From an optimization exercise on the open Yosys and OpenROAD flow, aimed at small area, a short achievable clock period and few clock cycles; shortcuts taken in it are not production practice. Where RTL was checked, it was by simulation tests only, not by an equivalence proof against the original. Function not checked in run 4: the RTL went through the layout flow alone. Power figures rest on the tool's default switching activity, not on a simulated workload.

### flow/flow/run.sh
#!/bin/bash
# Own layout flow: the standard ORFS flow, with the I/O port buffers made
# from plain buffers (sky130_fd_sc_hd__buf_2) instead of delay cells, and the
# resizer free to change a cell's footprint. Everything else is standard.
set -euo pipefail
cd "$(dirname "$0")/.."
bash standard.sh MATCH_CELL_FOOTPRINT=0 "BUFFER_PORTS_ARGS=-buffer_cell sky130_fd_sc_hd__buf_2" finish > flow_make.log 2>&1
### flow/standard.sh
#!/bin/bash
# synth_recipe.tcl (not shown) runs the flow's synth.tcl, then flattens the netlist and writes it again
# the make line also repeats each setting of config.mk as NAME=value (left out here)
make -C /OpenROAD-flow-scripts/flow DESIGN_CONFIG=/design/flow/config.mk WORK_HOME=/design/flow/orfs CLKGATE_MAP_FILE= SYNTH_SCRIPT=/design/flow/synth_recipe.tcl "${@:-finish}"
### flow/config.mk
export PLATFORM = sky130hd
export DESIGN_NAME = potato_cpu
export DESIGN_NICKNAME = potato_cpu
export VERILOG_FILES = /design/flow/design.v
export SDC_FILE = /design/flow/constraint.sdc
export NUM_CORES = 4
export LEC_CHECK = 0
export CAP_MARGIN = 20
export CORE_MARGIN = 2
export CORE_UTILIZATION = 50
export CTS_BUF_LIST = sky130_fd_sc_hd__clkbuf_8
export CTS_CLUSTER_DIAMETER = 200
export CTS_CLUSTER_SIZE = 14
export SETUP_SLACK_MARGIN = 1.5
export SLEW_MARGIN = 20
### flow/constraint.sdc
create_clock -name core_clock -period 5.5 [get_ports {clk}]
set_input_delay 1.1000 -clock core_clock [delete_from_list [all_inputs] [get_ports {clk}]]
set_output_delay 1.1000 -clock core_clock [all_outputs]
set_load 0.01 [all_outputs]
### flow/design.v
module pfx_add #(parameter W = 16) (input [W-1:0] a, input [W-1:0] b, output [W-1:0] s);
  reg [W-1:0] g, p;
  integer l, i, k;
  always @* begin
    g = a & b;
    p = a ^ b;
    for (l = 1; l < W; l = l * 2)
      for (i = 0; i < W; i = i + 1)
        if (i & l) begin
          k = (i & ~(l - 1)) - 1;
          g[i] = g[i] | (p[i] & g[k]);
          p[i] = p[i] & p[k];
        end
  end
  assign s = (a ^ b) ^ {g[W-2:0], 1'b0};
endmodule
module potato_cpu(input clk, input rst_n, input [7:0] start_pc,
      input [15:0] mem_rdata,
      output [7:0] mem_addr, output mem_we, output [15:0] mem_wdata,
      output halted, output [15:0] out);
  reg [127:0] R;         
  reg [15:0] ir;         
  reg        iv;         
  reg        fv;         
  reg [7:0]  nf;         
  reg [7:0]  lf;         
  reg        rf;         
  reg        ldp;        
  reg [2:0]  ldr;        
  reg [7:0]  ea;         
  reg        eok;        
  reg [15:0] outr;       
  reg [7:0]  sa;         
  reg [7:0]  sb;         
  reg        s_n, s_l, s_r, s_a;    
  reg        f_mem;      
  reg        f_ldr;      
  reg        f_halt;     
  reg        f_add;      
  reg        f_sum;      
  wire is_alu   = ir[15] & ~ir[14] & ir[13];          
  wire is_mov   = ir[15] & ir[14] & ~ir[13];          
  wire is_movim = is_mov & ir[12];
  wire is_cmp   = is_alu & ~ir[12] & ir[11];
  wire is_and   = is_alu & ir[12] & ~ir[11];
  wire is_mvn   = is_alu & ir[12] & ir[11];
  wire halt    = iv & f_halt;
  wire ready   = iv & ~ldp;
  wire stall   = ready & f_mem & ~eok;
  wire exec    = ready & ~stall;
  wire use_ea  = ready & f_mem & eok;
  wire load_ir = ~ldp & ~halt & ~stall;
  reg [15:0] a, b;
  integer j;
  always @* begin
    a = 16'd0;
    b = 16'd0;
    for (j = 0; j < 8; j = j + 1) begin
      a = a | ({16{sa[j]}} & R[16*j +: 16]);
      b = b | ({16{sb[j]}} & R[16*j +: 16]);
    end
  end
  wire [15:0] bb = ({16{s_n}} & b) | ({16{s_l}} & {b[14:0], 1'b0})
                 | ({16{s_r}} & {s_a & b[15], b[15:1]})
                 | ({16{f_ldr}} & {{11{ir[4]}}, ir[4:0]});
  wire [15:0] sum;
  pfx_add #(16) add16(.a(a), .b(bb), .s(sum));
  wire [15:0] lres = is_and ? (a & bb) : (is_mvn ? ~bb : bb);    
  wire [15:0] res  = f_sum ? sum : lres;
  wire        wr_ex = exec & ((is_alu & ~is_cmp) | is_mov);
  wire        wen   = ldp | wr_ex;
  wire [2:0]  wa    = ldp ? ldr : (is_movim ? ir[10:8] : ir[7:5]);
  wire [15:0] wde   = ldp ? mem_rdata : {{8{ir[7]}}, ir[7:0]};
  wire        wsum  = ~ldp & f_add;
  wire [15:0] wd    = wsum ? sum : ((ldp | is_movim) ? wde : lres);
  genvar gi;
  generate for (gi = 0; gi < 8; gi = gi + 1) begin : rfw
    always @(posedge clk) if (wen && wa == gi) R[16*gi +: 16] <= wd;
  end endgenerate
  wire out_en = exec & ((is_alu & ~is_cmp) | (is_mov & ~ir[12]) | f_mem);
  always @(posedge clk) if (out_en) outr <= res;
  wire [15:0] nir = load_ir ? mem_rdata : ir;
  wire        n_ldr = ~nir[15];
  wire        n_str = nir[15] & ~nir[14] & ~nir[13];
  wire        n_sh  = nir[15] & (nir[14] ^ nir[13]);   
  wire [2:0]  n_rb  = n_str ? nir[7:5] : nir[2:0];
  wire [15:0] c;
  assign c = R[16*nir[10:8] +: 16];
  wire        wr_erl = ldp | (exec & is_movim);      
  wire [7:0]  eab = (wr_erl & (wa == nir[10:8])) ? wde[7:0] : c[7:0];
  wire [7:0]  ea_n;
  pfx_add #(8) add8(.a(eab), .b({{3{nir[4]}}, nir[4:0]}), .s(ea_n));
  wire hazard  = use_ea & ~f_ldr & fv & (ea == lf);
  wire refetch = rf | (stall & fv);
  assign mem_addr  = ~rst_n ? start_pc : (use_ea ? ea : (refetch ? lf : nf));
  assign mem_we    = use_ea & ~f_ldr;
  assign mem_wdata = b;
  always @(posedge clk) begin
    if (~rst_n) begin
      nf  <= start_pc + 8'd1;
      lf  <= start_pc;
      rf  <= 1'b0;
      fv  <= 1'b1;
      iv  <= 1'b0;
      ldp <= 1'b0;
    end else begin
      if (~use_ea & ~refetch) begin
        lf <= nf;
        nf <= nf + 8'd1;
      end
      rf  <= hazard;
      fv  <= ~use_ea;
      ldp <= use_ea & f_ldr;
      if (load_ir) iv <= fv & ~hazard;
    end
    ldr <= ir[7:5];
    if (load_ir) ir <= mem_rdata;
    sa     <= 8'd1 << nir[10:8];
    sb     <= 8'd1 << n_rb;
    s_n    <= ~n_ldr & ~(n_sh & (nir[4] | nir[3]));
    s_l    <= n_sh & ~nir[4] & nir[3];
    s_r    <= n_sh & nir[4];
    s_a    <= nir[3];
    f_mem  <= n_ldr | n_str;
    f_ldr  <= n_ldr;
    f_halt <= nir[15] & nir[14] & nir[13];
    f_add  <= nir[15] & ~nir[14] & nir[13] & ~nir[12] & ~nir[11];
    f_sum  <= n_ldr | (nir[15] & ~nir[14] & nir[13] & ~nir[12] & ~nir[11]);
    ea     <= ea_n;
    eok    <= ~(wen & ~wr_erl & (wa == nir[10:8]));
  end
  assign halted = halt;
  assign out = outr;
endmodule
==> results.toml, run 1 <==
[clock_tree]
cts_tree = "built"
clockBufferDepth = 3
insertion_delay_ns = 0.55
cts.sinks = 216
path_clk_slew_ns = 0.10
cts_buffers = 19
cts-root-buf = "clkbuf_8"
cts_hold_buf = 0
cts_htree_levels = 1

[power]
intPower_uw = 2820
p_switching_uw = 1550
max-vdd-ir-drop_uv = 189
pwr-share-clk_pct = 20.0
p_leak_uw = 0.00483
sw_frac_of_total_pct = 35.5
p_per_area_mw_per_mm2 = 349
power_frac_seq_pct = 48.8
combPwrFrac_pct = 31.2

[routing]
num_vias = 9443
drc = 0
wl_per_cell_um = 27.0
viasPerCell = 6.75
drt_iter0_drc = 1195
routed_wl_um = 37700
dr.pass1.iters = 7
postRouteAntennaNets = 0

[yosys]
syn-num-nets = 1104
synth_area_per_cell_um2 = 10.8
synth_edf_count = 160
ys_warn_count = 3
synth-seq-cells = 216
synthCells = 1048
netlist_area_mm2 = 0.0114
ys_async_sr_fraction_pct = 0
yosysSeqAreaShare_pct = 52.1
ys.flop_type = "edfxtp_1"
netlist-cell-type-count = 68

[setup_path]
endpoint_kind = "flip-flop"
crit_required_ns = 5.78
worstPathMaxFanout = 16
path_class = "reg2reg"
startpoint_type = "flip-flop"
arrival_ns = 4.15

[floorplan]
rows = 55
core-area_mm2 = 0.0225
die_w_um = 155
die_h_um = 155
num_io_pins = 68
die_area_mm2 = 0.0240
initial_core_util_pct = 50.5

[timing]
rsz0062_at_grt = "yes"
setup_viol = 0
skew_ns = 0.0275
fmax_mhz = 258
slew-limit-headroom_pct = 37.5
post-route-period-util_pct = 70.4
fin_tns_setup_ns = 0
tightest_slew_ns = 0.937
min_period_ns = 3.87
slew_viol_final = 0
hold_viol = 0

[placed_design]
place_inst = 1352
gp_congestion = 0.926
dpl.hpwl_um = 25900
portBuffers = 67

[final_layout]
layout.cells.non_filler = 1400
antenna_cells = 0
final_common_cell = "edfxtp_1"
drive_gt1_share_pct = 16.6
fin_nets = 1159
area_delta_synth_final_pct = 10.1
final_cell_mix = "edfxtp_1, a22oi_1, nand2_1, buf_2, a21oi_1"

[global_routing]
grt_overflow = 0
antenna_found_initial = 0
grt.total_usage_pct = 31.0
grt_pass1_wl_um = 55800
grt_pass1_vias = 8749
grt_max_degree = 43

[worst_hold_path]
min_path_type = "reg2reg"

[outcome]
status = "no timing/DRC/antenna violations"

[flow_run]
cap_violations = 0
-- power groups by stage --
stage / Sequential, uW / Combinational, uW / Clock, uW
floorplan: 2080 / 897 / 0
global placement: 2160 / 1270 / 0
detailed placement: 2160 / 1280 / 0
CTS: 2130 / 1310 / 884
global route: 2150 / 1480 / 944
finish: 2130 / 1370 / 873
-- critical path, cell delays in order, from the launching register on --
cell	delay, ns
dfxtp_4	0.45
a22oi_1	0.22
nand4_1	0.19
buf_4	0.20
a22o_1	0.18
nand3b_1	0.24
fa_2	0.43
a211oi_2	0.28
o21bai_1	0.12
a21oi_2	0.18
nor2b_1	0.08
o21ai_1	0.13
nand2b_1	0.11
fa_2	0.38
xor2_1	0.18
o21a_2	0.25
-- logic make-up (layout without fill, tap and decap cells) --
group | after synthesis | in the layout | share of synthesized area [%]
simple gates | 262 | 262 | 11.6
xor+xnor | 33 | 33 | 2.54
fa+ha+maj | 30 | 30 | 3.76
buf+inv | 105 | 172 | 3.71
flops | 216 | 216 | 52.1
compound gates | 356 | 356 | 21.7
mux | 46 | 46 | 4.59
-- sequential cells by signal (all words and copies together), names as in the netlist, 3 cells and up --
signal and cells:
R 128, ea 8, ir 16, ldr 3, lf 8, nf 8
outr 16, sa 8, sb 8
-- layout make-up --
class / instances / area, um^2
Fill cell: 1957 / 9980
Sequential cell: 216 / 5960
Multi-Input combinational cell: 727 / 5120
Timing Repair Buffer: 105 / 624
Tap cell: 285 / 357
Clock buffer: 19 / 262
Inverter: 34 / 130
Clock inverter: 14 / 57.6
-- metrics by stage --
step	instance area (um^2)	utilization (%)	power, uW	hold WS [ns]	worst slack (ns)
after floorplan	11400	-	2980	0.362	1.50
after global placement	12000	53.2	3440	0.389	1.14
after detailed placement	12000	53.2	3440	0.378	0.992
after CTS	12400	55.0	4320	0.396	1.50
after global routing	12500	55.6	4570	0.412	1.42
final	12500	55.6	4370	0.394	1.63
-- metal layers --
metal	GRT usage, %	up-vias	routed length (um)
met4	9.83	0	1420
met2	47.7	623	16600
li1	-	4168	-
met5	0	-	0
met1	44.9	4543	15700
met3	5.69	109	4040
-- final timing paths --
| check | start | to | slack [ns] | depth (start not counted) |
|---|---|---|---|---|
| worst max-delay path | sb[1] | R[41] | 1.63 | 15 |
| worst max register to register | sb[1] | R[41] | 1.63 | 15 |
| worst min register to register | ir[6] | ldr[1] | 0.39 | 0 |
| worst min-delay path | ir[6] | ldr[1] | 0.39 | 0 |
-- synthesized netlist by cell type, drive strengths merged (5+ instances only) --
library cell / count / area (um^2)
nand3: 12 / 60.1
a22oi: 135 / 1010
a21o: 29 / 218
dfxtp: 56 / 1120
nand2b: 10 / 70.1
o21ai: 47 / 235
a21oi: 49 / 245
nor3: 16 / 80.1
xor2: 12 / 105
nand2: 97 / 364
fa: 7 / 140
clkbuf: 62 / 233
ha: 23 / 288
o2bb2ai: 7 / 61.3
inv: 33 / 124
or2: 5 / 31.3
a211oi: 9 / 67.6
nor2: 41 / 154
a41oi: 9 / 78.8
buf: 9 / 61.3
o21a: 10 / 75.1
edfxtp: 160 / 4800
xnor2: 21 / 184
mux2: 6 / 67.6
and3: 5 / 31.3
mux2i: 37 / 387
nand4: 42 / 263
a2bb2oi: 6 / 52.6
a31oi: 16 / 100
o221ai: 12 / 105
nor2b: 15 / 93.8
-- repair_timing --
action | 4_1_cts | 5_1_grt
pin swaps | 3 | 14
hold endpoints to repair | 0 | 0
setup endpoints to repair | 46 | 46
resized for setup | 22 | 24
setup buffers | 5 | 10
Testbench counts, summed over its fixed seeds: cycles 17,907.
==> run 2: changes to the inputs <==
--- a/flow/config.mk
+++ b/flow/config.mk
@@ -7,7 +7,7 @@
 export LEC_CHECK = 0
 export CAP_MARGIN = 20
 export CORE_MARGIN = 2
-export CORE_UTILIZATION = 50
+export CORE_UTILIZATION = 45
 export CTS_BUF_LIST = sky130_fd_sc_hd__clkbuf_8
 export CTS_CLUSTER_DIAMETER = 200
 export CTS_CLUSTER_SIZE = 14
==> results.toml, run 2 <==
[routing]
wl_per_cell_um = 26.1
num_vias = 9591
drc = 0
drt_iter0_drc = 1360
viasPerCell = 6.52
routed_wl_um = 38400
postRouteAntennaNets = 0
dr.pass1.iters = 6

[final_layout]
antenna_cells = 0
largest_reg_flops = 128
area_delta_synth_final_pct = 12.8
final_cell_mix = "edfxtp_1, a22oi_1, nand2_1, buf_2, buf_4"
final_common_cell = "edfxtp_1"
top_register = "R"
fin_nets = 1184
reg_top3 = "R x128, ir x16, outr x16"
drive_gt1_share_pct = 18.6
fin_util_pct = 51.4

[yosys]
synth_xor_area_share_pct = 2.54
ys_warn_count = 3
synth_fa_ha_area_share_pct = 3.76
syn-num-nets = 1104
synth_top_family_by_area = "compound AO/OA/AOI/OAI gates"
yosys-top-cells-area = "edfxtp_1, dfxtp_1, a22oi_1"
netlist_area_mm2 = 0.0114
yosys-mux-area-fraction_pct = 4.59
ys_async_sr_fraction_pct = 0
synth_simple_gate_area_share_pct = 11.6
synth.top_cell.area_share_pct = 42.3
yosys.area.top_type = "edfxtp_1"
synth_area_per_cell_um2 = 10.8
synthCells = 1048
ys.flop_type = "edfxtp_1"
synth_common_cells = "edfxtp_1, a22oi_1, nand2_1"
yosys.cell_count.top_type = "edfxtp_1"
synth-seq-cells = 216
yosysSeqAreaShare_pct = 52.1
netlist-cell-type-count = 68
synth_edf_count = 160
synth-compound-area-share_pct = 21.7

[clock_tree]
cts_hold_buf = 0
cts_tree = "built"
insertion_delay_ns = 0.57
cts-root-buf = "clkbuf_8"
path_clk_slew_ns = 0.11
cts.sinks = 216
clockBufferDepth = 3
cts_htree_levels = 1
cts_buffers = 19

[outcome]
status = "no timing/DRC/antenna violations"

[power]
p_per_area_mw_per_mm2 = 345
p_leak_uw = 0.00496
max-vdd-ir-drop_uv = 195

[setup_path]
arrival_ns = 4.24
endpoint_kind = "flip-flop"
crit_required_ns = 5.80
startpoint_type = "flip-flop"
path_class = "reg2reg"
worstPathMaxFanout = 8

[timing]
rsz0062_at_grt = "yes"
slew-limit-headroom_pct = 29.1
hold_viol = 0
timing.hold.ws_ns = 0.394
slew_viol_final = 0
tightest_slew_ns = 1.05
post-route-period-util_pct = 71.7
skew_ns = 0.0541
setup_viol = 0
fmax_mhz = 254
fin_tns_setup_ns = 0
min_period_ns = 3.94

[floorplan]
num_io_pins = 68
die_area_mm2 = 0.0266
initial_core_util_pct = 45.5
rows = 58
core-area_mm2 = 0.0250
die_h_um = 163
die_w_um = 163

[global_routing]
grt_overflow = 0
grt.total_usage_pct = 28.1
grt_busiest_layer = "met2"
gr-usage-met3_pct = 4.86
grtUsageMet1_pct = 40.4
grt_pass1_wl_um = 55900
grt_max_degree = 28
antenna_found_initial = 0
grt_pass1_vias = 8895
grtUsageMet2_pct = 43.2

[placed_design]
gp_congestion = 0.973
portBuffers = 67
dpl.hpwl_um = 26200

[flow_run]
cap_violations = 0

[worst_hold_path]
min_path_type = "reg2reg"
-- run 2: cell counts after synthesis --
Identical to the previous run, type by type.
-- run 2: cell type report --
cell class / instances / area (um^2)
clock buffer: 19 / 262
timing repair buffer: 130 / 841
clock inverter: 15 / 65.1
multi-input combinational: 727 / 5150
fill: 2201 / 12100
inverter: 34 / 131
sequential: 216 / 5960
tap: 330 / 413
-- run 2: metal layers --
layer	up-vias	part of all wire [%]
met1	4644	41
met5	-	0
met3	100	11
li1	4227	-
met4	0	3.7
met2	620	44
-- run 2: cells by family (layout without fill, tap and decap cells) --
group                      Yosys count  count (layout)
AOI/OAI and AO/OA                  356             356
and+or+nand+nor                    262             262
DFF                                216             216
buffers and inverters              105             198
muxes                               46              46
xor gates and xnor gates            33              33
adders and majority gates           30              30
-- run 2: report_power, final --
part / internal [uW] / switching [uW]
registers: 1980 / 157
clock network: 328 / 546
logic: 557 / 856
total: 2860 / 1560
-- run 2: path summary, 6_finish.rpt --
kind | startpoint | to | slack (ns) | depth (start not counted)
max | R[32] | R[121] | 1.56 | 15
min reg2reg | ir[5] | ldr[0] | 0.39 | 0
min | ir[5] | ldr[0] | 0.39 | 0
max reg2reg | R[32] | R[121] | 1.56 | 15
-- run 2: stage by stage --
step | setup slack [ns] | cell area [um^2] | total power (uW) | cells
after detailed placement | 1.12 | 12000 | 3430 | 1396
after floorplan | 1.50 | 11400 | 2980 | 1048
final | 1.56 | 12800 | 4420 | 1471
after global placement | 1.19 | 12000 | 3420 | 1396
after global routing | 1.39 | 12800 | 4620 | 1471
after CTS | 1.51 | 12500 | 4340 | 1448
-- run 2: repair_timing --
item	in CTS	in global routing
setup endpoints to repair	54	62
hold endpoints to repair	0	0
gates resized for setup	22	28
buffers inserted	18	23
pin swaps	3	12
-- run 2: worst max-delay path, cell delays in order (launching register included) --
cell and delay [ns]:
edfxtp_1 0.45, a22oi_1 0.21, nand4_1 0.19, buf_4 0.19, a22o_1 0.18, nand3b_1 0.24, fa_2 0.46, a211oi_4 0.28
o21bai_1 0.11, a21oi_2 0.18, nor2b_1 0.08, o21ai_1 0.12, nand2b_1 0.10, fa_1 0.43, xor2_1 0.18, o21a_2 0.27
==> run 3: changes to the inputs <==
==> flow/flow/run.sh (replaced) <==
#!/bin/bash
# Own layout flow: the standard ORFS flow, with the I/O port buffers made
# from plain buffers (sky130_fd_sc_hd__buf_1) instead of delay cells, and the
# resizer free to change a cell's footprint. Everything else is standard.
set -euo pipefail
cd "$(dirname "$0")/.."
bash standard.sh MATCH_CELL_FOOTPRINT=0 "BUFFER_PORTS_ARGS=-buffer_cell sky130_fd_sc_hd__buf_1" finish > flow_make.log 2>&1
--- a/flow/config.mk
+++ b/flow/config.mk
@@ -7,7 +7,7 @@
 export LEC_CHECK = 0
 export CAP_MARGIN = 20
 export CORE_MARGIN = 2
-export CORE_UTILIZATION = 45
+export CORE_UTILIZATION = 55
 export CTS_BUF_LIST = sky130_fd_sc_hd__clkbuf_8
 export CTS_CLUSTER_DIAMETER = 200
 export CTS_CLUSTER_SIZE = 14
==> results.toml, run 3 <==
[final_layout]
layout.cells.non_filler = 1403
final_cell_mix = "edfxtp_1, a22oi_1, nand2_1, buf_1, buf_4"
antenna_cells = 0
top_register = "R"
reg_top3 = "R x128, ir x16, outr x16"
fin_util_pct = 62.3
drive_gt1_share_pct = 12.0
area_delta_synth_final_pct = 10.8
fin_nets = 1177
largest_reg_flops = 128
final_common_cell = "edfxtp_1"

[yosys]
synth-seq-cells = 216
synth.top_cell.area_share_pct = 42.3
synth_common_cells = "edfxtp_1, a22oi_1, nand2_1"
synthCells = 1048
netlist_area_mm2 = 0.0114
yosys.area.top_type = "edfxtp_1"
syn-num-nets = 1104
yosysSeqAreaShare_pct = 52.1
netlist-cell-type-count = 68
synth_area_per_cell_um2 = 10.8
ys_async_sr_fraction_pct = 0
yosys.cell_count.top_type = "edfxtp_1"
ys_warn_count = 3
ys.flop_type = "edfxtp_1"
synth_edf_count = 160
yosys-top-cells-area = "edfxtp_1, dfxtp_1, a22oi_1"

[setup_path]
startpoint_type = "flip-flop"
endpoint_kind = "flip-flop"
max_stage_delay_ns = 0.45
arrival_ns = 4.20
worstPathMaxFanout = 3
crit_slowest_cell = "edfxtp_1"
path_class = "reg2reg"
cp_common_cell = "o21ai_0"
crit_required_ns = 5.73
path_cells = "a22oi_2, nand4_1, a222oi_1, inv_1, ha_2, fa_2, a211oi_2, o21bai_1, a21oi_2, nor2b_1, o21ai_0, nand2b_1, fa_1, xor2_1, nand2_1, o21ai_0"

[timing]
timing.hold.ws_ns = 0.416
skew_ns = 0.0350
min_period_ns = 3.97
slew-limit-headroom_pct = 30.6
tightest_slew_ns = 1.03
slew_viol_final = 0
hold_viol = 0
rsz0062_at_grt = "yes"
fmax_mhz = 252
post-route-period-util_pct = 72.2
setup_viol = 0
layout_setup_ws_ns = 1.53
fin_tns_setup_ns = 0

[clock_tree]
clockBufferDepth = 3
insertion_delay_ns = 0.54
cts.sinks = 216
cts_buffers = 19
cts_hold_buf = 0
cts_tree = "built"
cts_htree_levels = 1
cts-root-buf = "clkbuf_8"
path_clk_slew_ns = 0.09

[routing]
routed_wl_um = 37800
drc = 0
dr.pass1.iters = 6
num_vias = 9515
drt_iter0_drc = 1383
postRouteAntennaNets = 0
wl_per_cell_um = 26.9
viasPerCell = 6.78

[floorplan]
initial_core_util_pct = 56.2
die_area_mm2 = 0.0218
die_w_um = 148
num_io_pins = 68
core-area_mm2 = 0.0202
die_h_um = 148
rows = 52

[global_routing]
grt_max_degree = 43
grt_pass1_wl_um = 56300
grt.total_usage_pct = 34.4
antenna_found_initial = 1
grt_pass1_vias = 9047
grt_overflow = 0

[power]
p_per_area_mw_per_mm2 = 346
p_leak_uw = 0.00474
max-vdd-ir-drop_uv = 266

[placed_design]
portBuffers = 67
dpl.hpwl_um = 26200
place_inst = 1340
post-place-ws_ns = 0.945
gp_congestion = 0.976

[worst_hold_path]
min_path_type = "reg2reg"

[flow_run]
cap_violations = 0

[outcome]
status = "no timing/DRC/antenna violations"
[run 3: layout make-up]
class	count	area, um^2
Clock buffer	19	262
Clock inverter	14	57.6
Fill cell	1721	7630
Inverter	34	136
Multi-Input combinational cell	727	5140
Sequential cell	216	5970
Tap cell	270	338
Timing Repair Buffer	123	701
[run 3: final timing paths]
path         cells past startpoint   from  slack (ns)       to
max                             16  R[33]        1.53  outr[9]
min                              0  ir[5]        0.42   ldr[0]
max reg2reg                     16  R[33]        1.53  outr[9]
min reg2reg                      0  ir[5]        0.42   ldr[0]
[run 3: metal layers]
layer / routed length, um / share of wire (%) / vias up / global-route usage [%]
li1: - / - / 4212 / -
met3: 4070 / 11 / 119 / 6.73
met1: 15600 / 41 / 4565 / 49.5
met4: 1370 / 3.6 / 2 / 11.9
met5: 13 / 0.034 / - / 0
met2: 16700 / 44 / 617 / 52.5
[run 3: repair_timing]
action / in CTS / in global routing
resized for setup: 26 / 27
hold endpoints to repair: 0 / 0
setup buffers: 18 / 12
endpoints found under the setup margin: 46 / 61
pin swaps: 2 / 10
[run 3: kinds of logic (layout without fill, tap and decap cells)]
| group | count (synthesis) | count (layout) | synth area share (%) |
|---|---|---|---|
| AOI/OAI and AO/OA | 356 | 356 | 21.7 |
| xor gates and xnor gates | 33 | 33 | 2.54 |
| adders and majority gates | 30 | 30 | 3.76 |
| buffers and inverters | 105 | 190 | 3.71 |
| DFF | 216 | 216 | 52.1 |
| muxes | 46 | 46 | 4.59 |
| and+or+nand+nor | 262 | 262 | 11.6 |
[run 3: report_power, final]
| part | total, uW | leakage (uW) | switching (uW) | internal, uW |
|---|---|---|---|---|
| logic | 1380 | 0.00258 | 862 | 516 |
| registers | 2130 | 0.00195 | 147 | 1980 |
| clock network | 856 | 0.000210 | 530 | 326 |
[run 3: through the flow]
step | power [uW] | area (um^2)
3_5_place_dp | 3430 | 11900
5_1_grt | 4560 | 12600
4_1_cts | 4310 | 12400
3_3_place_gp | 3420 | 11900
6_report | 4360 | 12600
2_1_floorplan | 2980 | 11400
[run 3: critical path, delay by kind of cell (launching register included)]
family / cells / cell delay [ns]
fa+ha+maj: 3 / 1.01
xor+xnor: 1 / 0.18
compound gates: 7 / 1.53
simple gates: 4 / 0.43
flops: 1 / 0.45
buf+inv: 1 / 0.09
==> run 4: changes to the inputs <==
--- a/flow/design.v
+++ b/flow/design.v
@@ -23,7 +23,6 @@
   reg        iv;         
   reg        fv;         
   reg [7:0]  nf;         
-  reg [7:0]  lf;         
   reg        rf;         
   reg        ldp;        
   reg [2:0]  ldr;        
@@ -37,7 +36,6 @@
   reg        f_ldr;      
   reg        f_halt;     
   reg        f_add;      
-  reg        f_sum;      
   wire is_alu   = ir[15] & ~ir[14] & ir[13];          
   wire is_mov   = ir[15] & ir[14] & ~ir[13];          
   wire is_movim = is_mov & ir[12];
@@ -66,7 +64,7 @@
   wire [15:0] sum;
   pfx_add #(16) add16(.a(a), .b(bb), .s(sum));
   wire [15:0] lres = is_and ? (a & bb) : (is_mvn ? ~bb : bb);    
-  wire [15:0] res  = f_sum ? sum : lres;
+  wire [15:0] res  = (f_ldr | f_add) ? sum : lres;
   wire        wr_ex = exec & ((is_alu & ~is_cmp) | is_mov);
   wire        wen   = ldp | wr_ex;
   wire [2:0]  wa    = ldp ? ldr : (is_movim ? ir[10:8] : ir[7:5]);
@@ -90,6 +88,7 @@
   wire [7:0]  eab = (wr_erl & (wa == nir[10:8])) ? wde[7:0] : c[7:0];
   wire [7:0]  ea_n;
   pfx_add #(8) add8(.a(eab), .b({{3{nir[4]}}, nir[4:0]}), .s(ea_n));
+  wire [7:0] lf = nf - 8'd1;                         
   wire hazard  = use_ea & ~f_ldr & fv & (ea == lf);
   wire refetch = rf | (stall & fv);
   assign mem_addr  = ~rst_n ? start_pc : (use_ea ? ea : (refetch ? lf : nf));
@@ -98,16 +97,12 @@
   always @(posedge clk) begin
     if (~rst_n) begin
       nf  <= start_pc + 8'd1;
-      lf  <= start_pc;
       rf  <= 1'b0;
       fv  <= 1'b1;
       iv  <= 1'b0;
       ldp <= 1'b0;
     end else begin
-      if (~use_ea & ~refetch) begin
-        lf <= nf;
-        nf <= nf + 8'd1;
-      end
+      if (~use_ea & ~refetch) nf <= nf + 8'd1;
       rf  <= hazard;
       fv  <= ~use_ea;
       ldp <= use_ea & f_ldr;
@@ -125,7 +120,6 @@
     f_ldr  <= n_ldr;
     f_halt <= nir[15] & nir[14] & nir[13];
     f_add  <= nir[15] & ~nir[14] & nir[13] & ~nir[12] & ~nir[11];
-    f_sum  <= n_ldr | (nir[15] & ~nir[14] & nir[13] & ~nir[12] & ~nir[11]);
     ea     <= ea_n;
     eok    <= ~(wen & ~wr_erl & (wa == nir[10:8]));
   end
==> flow/flow/run.sh (replaced) <==
#!/bin/bash
# Own layout flow: the standard ORFS flow, with the I/O port buffers made
# from plain buffers (sky130_fd_sc_hd__buf_2) instead of delay cells, and the
# resizer free to change a cell's footprint. Everything else is standard.
set -euo pipefail
cd "$(dirname "$0")/.."
bash standard.sh MATCH_CELL_FOOTPRINT=0 "BUFFER_PORTS_ARGS=-buffer_cell sky130_fd_sc_hd__buf_2" finish > flow_make.log 2>&1
--- a/flow/config.mk
+++ b/flow/config.mk
@@ -8,8 +8,5 @@
 export CAP_MARGIN = 20
 export CORE_MARGIN = 2
 export CORE_UTILIZATION = 55
-export CTS_BUF_LIST = sky130_fd_sc_hd__clkbuf_8
-export CTS_CLUSTER_DIAMETER = 200
-export CTS_CLUSTER_SIZE = 14
 export SETUP_SLACK_MARGIN = 1.5
 export SLEW_MARGIN = 20
==> results.toml, run 4 <==
[outcome]
status = "no timing/DRC/antenna violations"

[yosys]
synth_area_per_cell_um2 = 10.5
synth-seq-cells = 207
synth_common_cells = "edfxtp_1, a22oi_1, nand2_1"
synth.top_cell.area_share_pct = 40.4
synth_edf_count = 152
yosys.cell_count.top_type = "edfxtp_1"
yosysSeqAreaShare_pct = 50.1
netlist-cell-type-count = 72
syn-num-nets = 1133
yosys.area.top_type = "edfxtp_1"
yosys-top-cells-area = "edfxtp_1, dfxtp_1, a22oi_1"
ys_async_sr_fraction_pct = 0
netlist_area_mm2 = 0.0113
ys.flop_type = "edfxtp_1"
ys_warn_count = 3
synthCells = 1076

[setup_path]
path_class = "reg2reg"
crit_slowest_cell = "fa_2"
path_cells = "buf_6, a22oi_1, nand4_1, a222oi_1, inv_1, ha_2, fa_2, a211oi_4, o21ai_2, a31oi_4, buf_6, o31ai_4, a21oi_2, xnor2_1, o221a_2"
arrival_ns = 4.24
startpoint_type = "flip-flop"
cp_common_cell = "buf_6"
endpoint_kind = "flip-flop"
crit_required_ns = 5.74
max_stage_delay_ns = 0.44
worstPathMaxFanout = 15

[global_routing]
grt_pass1_wl_um = 58300
grt_pass1_vias = 9365
antenna_found_initial = 1
grt_max_degree = 30
grt.total_usage_pct = 35.9
grt_overflow = 0

[timing]
min_period_ns = 4.00
skew_ns = 0.0143
fin_tns_setup_ns = 0
hold_viol = 0
slew_viol_final = 0
post-route-period-util_pct = 72.7
slew-limit-headroom_pct = 27.0
fmax_mhz = 250
tightest_slew_ns = 1.09
setup_viol = 0
rsz0062_at_grt = "yes"

[power]
pwr-share-clk_pct = 29.1
max-vdd-ir-drop_uv = 316
p_leak_uw = 0.00508
p_switching_uw = 1840
intPower_uw = 3530
p_per_area_mw_per_mm2 = 400
power_frac_seq_pct = 38.7
combPwrFrac_pct = 32.2
sw_frac_of_total_pct = 34.3

[final_layout]
final_common_cell = "edfxtp_1"
top_register = "R"
layout.cells.non_filler = 1461
final_cell_mix = "edfxtp_1, a22oi_1, nand2_1, buf_4, buf_2"
reg_top3 = "R x128, ir x16, outr x16"
largest_reg_flops = 128
drive_gt1_share_pct = 21.8
antenna_cells = 0
area_delta_synth_final_pct = 18.7
fin_nets = 1232

[clock_tree]
cts.sinks = 207
cts_tree = "built"
cts-root-buf = "clkbuf_16"
insertion_delay_ns = 0.53
path_clk_slew_ns = 0.07
cts_buffers = 22
cts_hold_buf = 0
cts_htree_levels = 1
clockBufferDepth = 3

[floorplan]
die_area_mm2 = 0.0217
rows = 52
num_io_pins = 68
die_w_um = 147
initial_core_util_pct = 55.9
die_h_um = 147
core-area_mm2 = 0.0202

[worst_hold_path]
min_path_type = "reg2reg"

[placed_design]
place_inst = 1369
dpl.hpwl_um = 27200
portBuffers = 67
gp_congestion = 1.00

[routing]
postRouteAntennaNets = 0
routed_wl_um = 40300
drt_iter0_drc = 1382
num_vias = 10200
wl_per_cell_um = 27.6
drc = 0
dr.pass1.iters = 6
viasPerCell = 6.95

[flow_run]
cap_violations = 0
==> run 4: changes by cell type after synthesis, sizes merged, moves of 7 or more <==
cell    delta
a2111o     +7
inv        +8
o21ai      +7
edfxtp     -8
nand4      -9
a22oi     -12
a21oi      -7
nor2      +26
a22o      +10
mux2i      -7
a21o       -9
xnor2     +11
==> run 4: power by group through the flow <==
stage / clock network [uW] / registers [uW] / logic [uW]
finish: 1560 / 2070 / 1730
global route: 1630 / 2080 / 1850
CTS: 1560 / 2070 / 1550
detailed placement: 0 / 2110 / 1470
global placement: 0 / 2110 / 1460
floorplan: 0 / 2020 / 1050
==> run 4: final cells by class <==
type                       count  area (um^2)
fill                        1613         6810
sequential                   207         5680
multi-input combinational    757         5520
timing repair buffer         145          951
clock buffer                  31          657
tap                          270          338
inverter                      42          161
clock inverter                 9          115
==> run 4: kinds of logic (layout without fill, tap and decap cells) <==
group / count (synthesis) / after routing / synth area share (%)
mux: 33 / 33 / 2.99
compound gates: 378 / 379 / 24.0
buf+inv: 113 / 227 / 3.87
xor+xnor: 43 / 43 / 3.40
simple gates: 271 / 271 / 11.7
flops: 207 / 207 / 50.1
fa+ha+maj: 31 / 31 / 3.90
==> run 4: critical path, delay by kind of cell (launching register included) <==
kind / cells / cell delay (ns)
AOI/OAI and AO/OA: 8 / 1.87
adders and majority gates: 2 / 0.67
buffers and inverters: 3 / 0.47
DFF: 1 / 0.35
and+or+nand+nor: 1 / 0.23
xor gates and xnor gates: 1 / 0.12
==> run 4: per-layer routing <==
| layer | track usage, % | up-vias | part of all wire [%] |
|---|---|---|---|
| met2 | 54.8 | 699 | 43 |
| met1 | 50.2 | 4882 | 39 |
| met3 | 7.19 | 190 | 12 |
| met5 | 0 | - | 0.032 |
| met4 | 15.6 | 2 | 5.7 |
| li1 | - | 4386 | - |
==> run 4: what timing repair did <==
action	4_1_cts	5_1_grt
resized for setup	22	54
endpoints found under the setup margin	90	72
cloned	0	1
buffers inserted	24	27
pin swaps	11	26
==> run 4: path summary, 6_finish.rpt <==
kind,startpoint,endpoint,slack (ns),cells after the start
worst max register to register,sb[0],R[30],1.50,15
worst min register to register,ir[6],ldr[1],0.46,0
worst max-delay path,sb[0],R[30],1.50,15
worst min-delay path,ir[6],ldr[1],0.46,0
==> run 4: metrics by stage <==
step	util [%]	power, uW	setup slack, ns	cell area (um^2)	hold slack (ns)
after floorplan	-	3070	1.51	11300	0.359
after global placement	58.9	3570	1.08	11900	0.440
after detailed placement	58.9	3580	1.00	11900	0.436
after CTS	64.1	5180	1.51	13000	0.451
after global routing	66.3	5560	1.38	13400	0.455
final	66.3	5370	1.50	13400	0.457

[port drivers added, routing unchanged]
In the flow no input, the clock included, has a driving cell. The finished layouts below were timed again as built, in two steps. Step 1 assumes that a clkbuf_16 drives the clock port and a buf_2 every other input. Step 2 adds t to the input delays and takes it off the output delays; t is the mean of the earliest and latest rising clock arrival at the registers after step 1. Input paths then give back, and output paths get back, about the clock's delay inside the block. Slacks: ideal ports / drivers / drivers and shift; pairs: ideal ports / drivers.
| run | t, ns | setup WS [ns] | worst hold slack (ns) | clock arrival spread, ns | worst register clock-pin slew, ns |
|---|---|---|---|---|---|
| run 1 | 0.581 | 1.629 / 1.629 / 1.246 | 0.394 / 0.394 / 0.394 | 0.028 / 0.027 | 0.10 / 0.10 |
| run 2 | 0.589 | 1.558 / 1.558 / 1.257 | 0.394 / 0.394 / 0.394 | 0.054 / 0.055 | 0.11 / 0.11 |
| run 3 | 0.560 | 1.531 / 1.531 / 1.204 | 0.416 / 0.416 / 0.416 | 0.035 / 0.035 | 0.11 / 0.11 |
| run 4 | 0.567 | 1.500 / 1.500 / 1.266 | 0.457 / 0.457 / 0.457 | 0.014 / 0.015 | 0.07 / 0.07 |
After both steps every run listed still meets setup and hold. For run 1, which loses most, drivers alone change the setup slack by 0.000 ns; drivers and shift together by -0.383 ns.
